Source: an optimization exercise on an open RTL-to-GDS flow (aim: small area). Production flows keep margins and buffers that such runs may drop. Function was checked by simulation only, so behaviour that the tests miss may differ from the original. The clock port is modelled as an ideal driver, which makes a skipped or thinned clock tree look cheaper than it is; a real chip needs a root buffer or a tree. Power and IR drop assume default switching activity.

## P
==> flow/design.v <==
module playFromFile(clk, rst, gpioBank1, gpioBank2, gpioBank3);
  input clk, rst;
  output[3:0] gpioBank1, gpioBank2, gpioBank3;
  reg [15:0] c_g4;
  wire end_g4 = c_g4[0] & c_g4[1] & c_g4[2] & c_g4[3] & c_g4[4] & ~c_g4[5] & c_g4[6] & c_g4[7] & ~c_g4[9] & ~c_g4[10] & ~c_g4[11] & c_g4[12] & ~c_g4[13] & c_g4[14] & ~c_g4[15];
  always @(posedge clk)
    if (rst | end_g4) c_g4 <= 16'd0;
    else c_g4 <= {~c_g4[14:0], c_g4[8] ^ c_g4[14] ^ c_g4[15]};
  reg [14:0] c_a;
  wire end_a = c_a[0] & ~c_a[1] & ~c_a[2] & c_a[3] & ~c_a[5] & ~c_a[6] & c_a[7] & ~c_a[8] & c_a[9] & c_a[10] & c_a[11] & ~c_a[12] & ~c_a[13] & c_a[14];
  wire win_a = ~c_a[1] & c_a[2] & ~c_a[3] & c_a[4] & ~c_a[5] & c_a[6] & ~c_a[7] & c_a[8] & ~c_a[9] & c_a[10] & ~c_a[11] & c_a[12] & ~c_a[13];    
  wire one_a = win_a & ~c_a[0];
  always @(posedge clk)
    if (rst | end_a) c_a <= 15'd21845;
    else c_a <= {~c_a[13:0], c_a[0] ^ c_a[14]};
  reg [15:0] c_b4;
  wire end_b4 = c_b4[1] & ~c_b4[2] & c_b4[3] & c_b4[4] & c_b4[5] & ~c_b4[7] & c_b4[8] & c_b4[9] & ~c_b4[10] & c_b4[11] & ~c_b4[12] & ~c_b4[13] & c_b4[14] & ~c_b4[15];
  always @(posedge clk)
    if (rst | end_b4) c_b4 <= 16'd0;
    else c_b4 <= {~c_b4[14:0], c_b4[6] ^ c_b4[15]};
  reg [15:0] c_c5;
  wire end_c5 = ~c_c5[0] & c_c5[1] & ~c_c5[3] & ~c_c5[4] & ~c_c5[5] & c_c5[6] & c_c5[7] & c_c5[8] & ~c_c5[9] & ~c_c5[10] & ~c_c5[11] & ~c_c5[13] & c_c5[14] & ~c_c5[15];
  always @(posedge clk)
    if (rst | end_c5) c_c5 <= 16'd0;
    else c_c5 <= {~c_c5[14:0], ~(c_c5[2] ^ c_c5[15])};
  reg [15:0] c_d5;
  wire end_d5 = c_d5[0] & ~c_d5[1] & c_d5[3] & ~c_d5[5] & ~c_d5[6] & c_d5[7] & ~c_d5[8] & c_d5[9] & ~c_d5[10] & c_d5[11] & ~c_d5[12] & c_d5[13] & c_d5[14] & ~c_d5[15];
  always @(posedge clk)
    if (rst | end_d5) c_d5 <= 16'd0;
    else c_d5 <= {~c_d5[14:0], c_d5[2] ^ c_d5[15]};
  reg [14:0] c_e;
  wire end_e = c_e[0] & ~c_e[2] & ~c_e[3] & c_e[4] & ~c_e[5] & c_e[6] & ~c_e[8] & ~c_e[9] & ~c_e[10] & c_e[12] & c_e[13] & c_e[14];
  wire win_e = ~c_e[1] & c_e[2] & ~c_e[3] & c_e[4] & ~c_e[5] & c_e[6] & ~c_e[7] & c_e[8] & ~c_e[9] & c_e[10] & ~c_e[11] & c_e[12] & ~c_e[13];    
  wire one_e = win_e & ~c_e[0];
  always @(posedge clk)
    if (rst | end_e) c_e <= 15'd21845;
    else c_e <= {~c_e[13:0], c_e[0] ^ c_e[14]};
  reg [15:0] c_fs5;
  wire end_fs5 = c_fs5[0] & c_fs5[2] & c_fs5[3] & c_fs5[5] & ~c_fs5[7] & ~c_fs5[8] & ~c_fs5[9] & c_fs5[10] & ~c_fs5[11] & ~c_fs5[12] & c_fs5[13] & c_fs5[14] & c_fs5[15];
  always @(posedge clk)
    if (rst | end_fs5) c_fs5 <= 16'd0;
    else c_fs5 <= {~c_fs5[14:0], c_fs5[2] ^ c_fs5[15]};
  reg [14:0] c_g5;
  wire end_g5 = ~c_g5[0] & c_g5[1] & c_g5[3] & c_g5[4] & ~c_g5[5] & c_g5[6] & ~c_g5[7] & ~c_g5[8] & ~c_g5[9] & ~c_g5[10] & ~c_g5[11] & c_g5[12] & ~c_g5[13] & c_g5[14];
  always @(posedge clk)
    if (rst | end_g5) c_g5 <= 15'd0;
    else c_g5 <= {~c_g5[13:0], c_g5[3] ^ c_g5[14]};
  reg [15:0] c_t;
  wire end_t = c_t[0] & c_t[2] & ~c_t[3] & c_t[4] & c_t[5] & ~c_t[6] & ~c_t[7] & c_t[8] & c_t[9] & ~c_t[10] & c_t[11] & c_t[12] & ~c_t[13] & c_t[14] & ~c_t[15];
  wire win_t = c_t[1] & ~c_t[2] & c_t[3] & ~c_t[4] & c_t[5] & ~c_t[6] & c_t[7] & ~c_t[8] & c_t[9] & ~c_t[10] & c_t[11] & ~c_t[12] & c_t[13] & ~c_t[14] & c_t[15];    
  wire one_t = win_t & c_t[0];
  always @(posedge clk)
    if (rst | end_t) c_t <= 16'd43690;
    else c_t <= {~c_t[14:0], c_t[8] ^ c_t[15]};
  reg w_g4;
  always @(posedge clk) if (rst) w_g4 <= 1'b0; else if (end_g4) w_g4 <= ~w_g4;
  reg w_b4;
  always @(posedge clk) if (rst) w_b4 <= 1'b0; else if (end_b4) w_b4 <= ~w_b4;
  reg w_c5;
  always @(posedge clk) if (rst) w_c5 <= 1'b0; else if (end_c5) w_c5 <= ~w_c5;
  reg w_d5;
  always @(posedge clk) if (rst) w_d5 <= 1'b0; else if (end_d5) w_d5 <= ~w_d5;
  reg w_fs5;
  always @(posedge clk) if (rst) w_fs5 <= 1'b0; else if (end_fs5) w_fs5 <= ~w_fs5;
  reg w_g5;
  always @(posedge clk) if (rst) w_g5 <= 1'b0; else if (end_g5) w_g5 <= ~w_g5;
  reg w_n880;
  always @(posedge clk) if (rst) w_n880 <= 1'b0; else if (end_a) w_n880 <= ~w_n880;
  reg w_n1318;
  always @(posedge clk) if (rst) w_n1318 <= 1'b0; else if (end_e) w_n1318 <= ~w_n1318;
  reg w_met;
  always @(posedge clk) if (rst) w_met <= 1'b0; else if (end_t) w_met <= ~w_met;
  reg w_a4, w_e5;    
  always @(posedge clk) if (rst) w_a4 <= 1'b0; else if (end_a & w_n880) w_a4 <= ~w_a4;
  always @(posedge clk) if (rst) w_e5 <= 1'b0; else if (end_e & w_n1318) w_e5 <= ~w_e5;
  wire st_n440 = one_a & ~w_n880 & w_a4;
  wire st_n659 = one_e & ~w_n1318 & w_e5;
  reg [7:0] q_n440;
  always @(posedge clk) if (rst) q_n440 <= 8'd1; else if (st_n440) q_n440 <= {q_n440[6:0], q_n440[7] ^ q_n440[5] ^ q_n440[4] ^ q_n440[3]};
  reg [7:0] q_n659;
  always @(posedge clk) if (rst) q_n659 <= 8'd1; else if (st_n659) q_n659 <= {q_n659[6:0], q_n659[7] ^ q_n659[5] ^ q_n659[4] ^ q_n659[3]};
  reg q0_n880;
  always @* case ({w_a4, w_n880, win_a})
    3'b000, 3'b001, 3'b011, 3'b110: q0_n880 = q_n440[0] ^ q_n440[2] ^ q_n440[3] ^ q_n440[4];
    3'b010, 3'b101: q0_n880 = q_n440[2];
    default: q0_n880 = q_n440[3];
  endcase
  reg q0_n1318;
  always @* case ({w_e5, w_n1318, win_e})
    3'b000, 3'b001, 3'b011, 3'b110: q0_n1318 = q_n659[0] ^ q_n659[2] ^ q_n659[3] ^ q_n659[4];
    3'b010, 3'b101: q0_n1318 = q_n659[2];
    default: q0_n1318 = q_n659[3];
  endcase
  reg [3:0] Addr;
  wire posMet = one_t & w_met;
  reg fb;
  always @* case (Addr)
    4'd0: fb = 1'b1;
    4'd1: fb = 1'b0;
    4'd2: fb = 1'b1;
    4'd5: fb = 1'b1;
    4'd11: fb = 1'b0;
    4'd6: fb = 1'b1;
    4'd13: fb = 1'b0;
    4'd10: fb = 1'b0;
    4'd4: fb = 1'b1;
    4'd9: fb = 1'b1;
    4'd3: fb = 1'b1;
    4'd7: fb = 1'b0;
    default: fb = 1'bx;
  endcase
  always @(posedge clk)
    if (rst | (Addr == 4'd14)) Addr <= 4'd0;
    else if (posMet) Addr <= {Addr[2:0], fb};
  assign gpioBank1[0] = w_g4 & (Addr == 4'd0);
  assign gpioBank1[1] = w_a4 & (Addr == 4'd1);
  assign gpioBank1[2] = w_b4 & (Addr == 4'd2);
  assign gpioBank1[3] = w_c5 & (Addr == 4'd5);
  assign gpioBank2[0] = w_d5 & (Addr == 4'd11);
  assign gpioBank2[1] = w_e5 & (Addr == 4'd6);
  assign gpioBank2[2] = w_fs5 & (Addr == 4'd13);
  assign gpioBank2[3] = w_g5 & (Addr == 4'd10);
  assign gpioBank3[0] = q_n440[0] & (Addr == 4'd4);
  assign gpioBank3[1] = q_n659[0] & (Addr == 4'd9);
  assign gpioBank3[2] = q0_n880 & (Addr == 4'd3);
  assign gpioBank3[3] = q0_n1318 & (Addr == 4'd7);
endmodule
Settings: LEC_CHECK=0, CAP_MARGIN=20, CORE_MARGIN=2, CORE_UTILIZATION=60, SLEW_MARGIN=20; clock period 20.0 ns.
standard.sh (not shown) runs the stock make flow with config.mk's settings and CLKGATE_MAP_FILE= SYNTH_SCRIPT=/design/flow/synth_recipe.tcl, a recipe that flattens the netlist after the stock synthesis.
==> flow/flow/run.sh <==
#!/bin/bash
# Standard ORFS layout (the standard.sh) with three changes:
#  - after the standard synthesis, its combinational logic is re-mapped for area by
#    flow/remap.tcl (registers untouched); four ABC runs with different seeds, the
#    smallest netlist is kept;
#  - a two-level clock tree built by flow/mycts.tcl in place of TritonCTS;
#  - buf_1 cells as the port buffers.
set -o pipefail
export PRE_CTS_TCL=$PWD/flow/cts_hook.tcl
export MYCTS_NET=clk MYCTS_MAX=16 MYCTS_LEAF=sky130_fd_sc_hd__clkbuf_8 MYCTS_ROOT=sky130_fd_sc_hd__clkbuf_2
export BUFFER_PORTS_ARGS="-buffer_cell sky130_fd_sc_hd__buf_1"
bash standard.sh synth > standard_synth.log 2>&1 || exit 1
R=$PWD/orfs/results/$FLOW_PLATFORM/playFromFile/base
cp $R/1_2_yosys.v $PWD/standard_1_2_yosys.v
export REMAP_IN=$PWD/standard_1_2_yosys.v
export REMAP_LIB=$FLOW_HOME/platforms/$FLOW_PLATFORM/lib/sky130_fd_sc_hd__tt_025C_1v80.lib
export REMAP_DONT_USE="$(sed -n '/DONT_USE_CELLS *+=/,/^$/p' $FLOW_HOME/platforms/$FLOW_PLATFORM/config.mk | grep -oE 'sky130_fd_sc_hd__[a-z0-9_]+' | tr '\n' ' ')"
YOSYS=$(command -v yosys || echo $FLOW_HOME/../tools/install/yosys/bin/yosys)
for s in 1 2 3 4; do
  sed "s/&deepsyn -T 30/&deepsyn -T 30 -S $s/" flow/remap_abc.script > remap_abc_$s.script
  REMAP_SCRIPT=$PWD/remap_abc_$s.script REMAP_OUT=$PWD/remap_$s.v $YOSYS -c flow/remap.tcl > remap_yosys_$s.log 2>&1 &
done
wait
best=""; besta=""
for s in 1 2 3 4; do
  a=$(grep "Chip area for module" remap_yosys_$s.log | tail -1 | awk '{print $NF}')
  [ -s remap_$s.v ] && grep -q "Found and reported 0 problems" remap_yosys_$s.log || continue
  if [ -z "$besta" ] || awk "BEGIN{exit !($a < $besta)}"; then best=$s; besta=$a; fi
done
echo "remap areas: $(grep -h 'Chip area for module' remap_yosys_*.log | awk '{print $NF}' | tr '\n' ' ') kept $best ($besta)" > remap_choice.log
[ -n "$best" ] || exit 1
cp remap_$best.v $R/1_2_yosys.v
rm -f $R/1_synth.odb $R/1_synth.sdc
bash standard.sh > standard_run.log 2>&1
==> flow/flow/mycts.tcl <==
# Clock tree built by hand: the register clock pins are split by recursive
# bisection into ceil(sinks / $::env(MYCTS_MAX)) clusters of near-equal size; each cluster gets one leaf
# buffer at its centroid, and one root buffer at the centroid of the leaves drives them.
proc mycts_split {items k} {
  if {$k <= 1} { return [list $items] }
  set xs {}; set ys {}
  foreach it $items { lappend xs [lindex $it 1]; lappend ys [lindex $it 2] }
  set dx [expr {[tcl::mathfunc::max {*}$xs] - [tcl::mathfunc::min {*}$xs]}]
  set dy [expr {[tcl::mathfunc::max {*}$ys] - [tcl::mathfunc::min {*}$ys]}]
  set ix [expr {$dx >= $dy ? 1 : 2}]
  set s [lsort -real -index $ix $items]
  set k1 [expr {$k / 2}]
  set h [expr {([llength $s] * $k1 + $k / 2) / $k}]
  return [concat [mycts_split [lrange $s 0 [expr {$h-1}]] $k1] [mycts_split [lrange $s $h end] [expr {$k - $k1}]]]
}
proc mycts {} {
  set db [ord::get_db]
  set block [ord::get_db_block]
  set clk [$block findNet $::env(MYCTS_NET)]
  set leafm [$db findMaster $::env(MYCTS_LEAF)]
  set rootm [$db findMaster $::env(MYCTS_ROOT)]
  set items {}
  foreach it [$clk getITerms] {
    set inst [$it getInst]
    set bb [$inst getBBox]
    lappend items [list $it [expr {([$bb xMin]+[$bb xMax])/2}] [expr {([$bb yMin]+[$bb yMax])/2}]]
  }
  set clusters [mycts_split $items [expr {int(ceil([llength $items] / double($::env(MYCTS_MAX))))}]]
  set rootnet [odb::dbNet_create $block "clknet_root"]
  $rootnet setSigType CLOCK
  set root [odb::dbInst_create $block $rootm "clkbuf_root"]
  set i 0; set sx 0; set sy 0
  foreach c $clusters {
    set net [odb::dbNet_create $block "clknet_leaf_$i"]
    $net setSigType CLOCK
    set buf [odb::dbInst_create $block $leafm "clkbuf_leaf_$i"]
    set x 0; set y 0
    foreach it $c {
      set x [expr {$x + [lindex $it 1]}]; set y [expr {$y + [lindex $it 2]}]
      set iterm [lindex $it 0]
      $iterm disconnect
      $iterm connect $net
    }
    set x [expr {int($x / [llength $c])}]; set y [expr {int($y / [llength $c])}]
    $buf setLocation $x $y
    $buf setPlacementStatus PLACED
    [$buf findITerm A] connect $rootnet
    [$buf findITerm X] connect $net
    set sx [expr {$sx + $x}]; set sy [expr {$sy + $y}]
    puts "mycts: leaf $i [llength $c] sinks at $x $y"
    incr i
  }
  $root setLocation [expr {int($sx / $i)}] [expr {int($sy / $i)}]
  $root setPlacementStatus PLACED
  [$root findITerm A] connect $clk
  [$root findITerm X] connect $rootnet
}
==> flow/flow/remap.tcl <==
# Re-map the combinational logic of the standard synthesis netlist for area, keeping every
# register cell (instance name, cell type, connections) as the standard synthesis left it.
# Run by flow/run.sh as: yosys -c flow/remap.tcl (env: REMAP_IN, REMAP_OUT, REMAP_LIB,
# REMAP_DONT_USE, REMAP_SCRIPT).
yosys read_liberty -ignore_miss_func $::env(REMAP_LIB)
# sequential cells stay black boxes, so flatten below only dissolves the logic cells
yosys blackbox sky130_fd_sc_hd__df* sky130_fd_sc_hd__edf* sky130_fd_sc_hd__sdf* sky130_fd_sc_hd__sedf* sky130_fd_sc_hd__dl* sky130_fd_sc_hd__sdl*
yosys read_verilog $::env(REMAP_IN)
yosys hierarchy -top $::env(FLOW_TOP)
yosys stat -liberty $::env(REMAP_LIB)
yosys flatten
yosys rename -hide w:*.*
yosys rename -hide c:*.*
yosys opt -purge
set du {}
foreach c $::env(REMAP_DONT_USE) { lappend du -dont_use $c }
yosys abc -liberty $::env(REMAP_LIB) {*}$du -script $::env(REMAP_SCRIPT)
yosys opt_clean -purge
yosys stat -liberty $::env(REMAP_LIB)
yosys read_liberty -lib -overwrite $::env(REMAP_LIB)
yosys check -assert -mapped
yosys write_verilog -noattr -nohex -nodec $::env(REMAP_OUT)
Other scripts of this flow, unchanged in this note and not shown: flow/flow/cts_hook.tcl, flow/flow/remap_abc.script
For Q, these inputs were changed with respect to P:
--- a/flow/flow/run.sh
+++ b/flow/flow/run.sh
@@ -4,2 +4 @@
-#    flow/remap.tcl (registers untouched); four ABC runs with different seeds, the
-#    smallest netlist is kept;
+#    flow/remap.tcl (registers untouched);
@@ -15 +14 @@
-export REMAP_IN=$PWD/standard_1_2_yosys.v
+export REMAP_IN=$PWD/standard_1_2_yosys.v REMAP_OUT=$R/1_2_yosys.v
@@ -16,0 +16 @@
+export REMAP_SCRIPT=$PWD/flow/remap_abc.script
@@ -19,14 +19 @@
-for s in 1 2 3 4; do
-  sed "s/&deepsyn -T 30/&deepsyn -T 30 -S $s/" flow/remap_abc.script > remap_abc_$s.script
-  REMAP_SCRIPT=$PWD/remap_abc_$s.script REMAP_OUT=$PWD/remap_$s.v $YOSYS -c flow/remap.tcl > remap_yosys_$s.log 2>&1 &
-done
-wait
-best=""; besta=""
-for s in 1 2 3 4; do
-  a=$(grep "Chip area for module" remap_yosys_$s.log | tail -1 | awk '{print $NF}')
-  [ -s remap_$s.v ] && grep -q "Found and reported 0 problems" remap_yosys_$s.log || continue
-  if [ -z "$besta" ] || awk "BEGIN{exit !($a < $besta)}"; then best=$s; besta=$a; fi
-done
-echo "remap areas: $(grep -h 'Chip area for module' remap_yosys_*.log | awk '{print $NF}' | tr '\n' ' ') kept $best ($besta)" > remap_choice.log
-[ -n "$best" ] || exit 1
-cp remap_$best.v $R/1_2_yosys.v
+$YOSYS -c flow/remap.tcl > remap_yosys.log 2>&1 || exit 1
==> notes.md <==
- Taking P as the reference, in Q number of primary I/O pins held steady, maximum number of pins on one net before global-route repair shrank by 2.9%.
- Higher final critical-path setup slack among Q and P: Q
- In Q relative to P, detailed-route vias per instance had gone down slightly.
- The fraction of area in multi-input gates on Q is in line with that on P.
The following lists how R was set up differently from Q:
--- a/flow/flow/run.sh
+++ b/flow/flow/run.sh
@@ -9 +9 @@
-export MYCTS_NET=clk MYCTS_MAX=16 MYCTS_LEAF=sky130_fd_sc_hd__clkbuf_8 MYCTS_ROOT=sky130_fd_sc_hd__clkbuf_2
+export MYCTS_NET=clk MYCTS_MAX=15 MYCTS_LEAF=sky130_fd_sc_hd__clkbuf_8 MYCTS_ROOT=sky130_fd_sc_hd__clkbuf_8
[summary]
- [compare] base=Q new=R: maximum fanout encountered on the critical timing path fell by 1; routed wire length rose by about 1.2%; share of total power in the clock network rose by 1.2 points; share of the cycle needed by the critical path after routing fell by 1.3 points.
- Synthesized area: Q vs R identical
- R went all the way through the flow, and no timing, DRC or antenna check failed.
Modified inputs, S compared to R
Settings: CORE_UTILIZATION changed from 60 to 80.
--- a/flow/flow/run.sh
+++ b/flow/flow/run.sh
@@ -9 +9 @@
-export MYCTS_NET=clk MYCTS_MAX=15 MYCTS_LEAF=sky130_fd_sc_hd__clkbuf_8 MYCTS_ROOT=sky130_fd_sc_hd__clkbuf_8
+export MYCTS_NET=clk MYCTS_MAX=16 MYCTS_LEAF=sky130_fd_sc_hd__clkbuf_8 MYCTS_ROOT=sky130_fd_sc_hd__clkbuf_2
### Flow results
Diff R -> S: number of global-route vias before repair rose 60; non-filler instance count after layout shows a reduction of 4.6%.
Diff R -> S: clock power decreased about 7%, setup slack after placement increased 0.11 ns, worst-case setup margin in the final layout decreased 0.31 ns, initial core utilization increased 20 points, wire length of the first global-routing pass increased 200 µm.
Between R and S, global-route usage is lower for R, S comes in above that.
In every run of this note, the design's own scripts or RTL, not TritonCTS, make the clock network.

==> port drivers added, routing unchanged <==
Ports are ideal in the flow. The routed layouts listed here were re-timed in OpenROAD. Step 1 assumes that a clkbuf_16 drives the clock port and a buf_2 every other input. Step 2 also shifts input and output timing later by t, the mid clock arrival at the registers, as if the neighbouring blocks saw the same clock. Slacks: ideal ports / drivers / drivers and shift; pairs: ideal ports / drivers.
run	shift t [ns]	setup slack, ns	clock arrival spread, ns	worst data-port slew with drivers (ns)
P	0.683	13.226 / 13.200 / 13.884	0.011 / 0.011	0.03
Q	0.702	13.602 / 13.576 / 13.996	0.012 / 0.013	0.03
R	0.447	13.861 / 13.830 / 13.983	0.011 / 0.011	0.03
S	0.673	13.549 / 13.521 / 14.077	0.017 / 0.017	0.03
After both steps setup and hold are still met in every run listed.
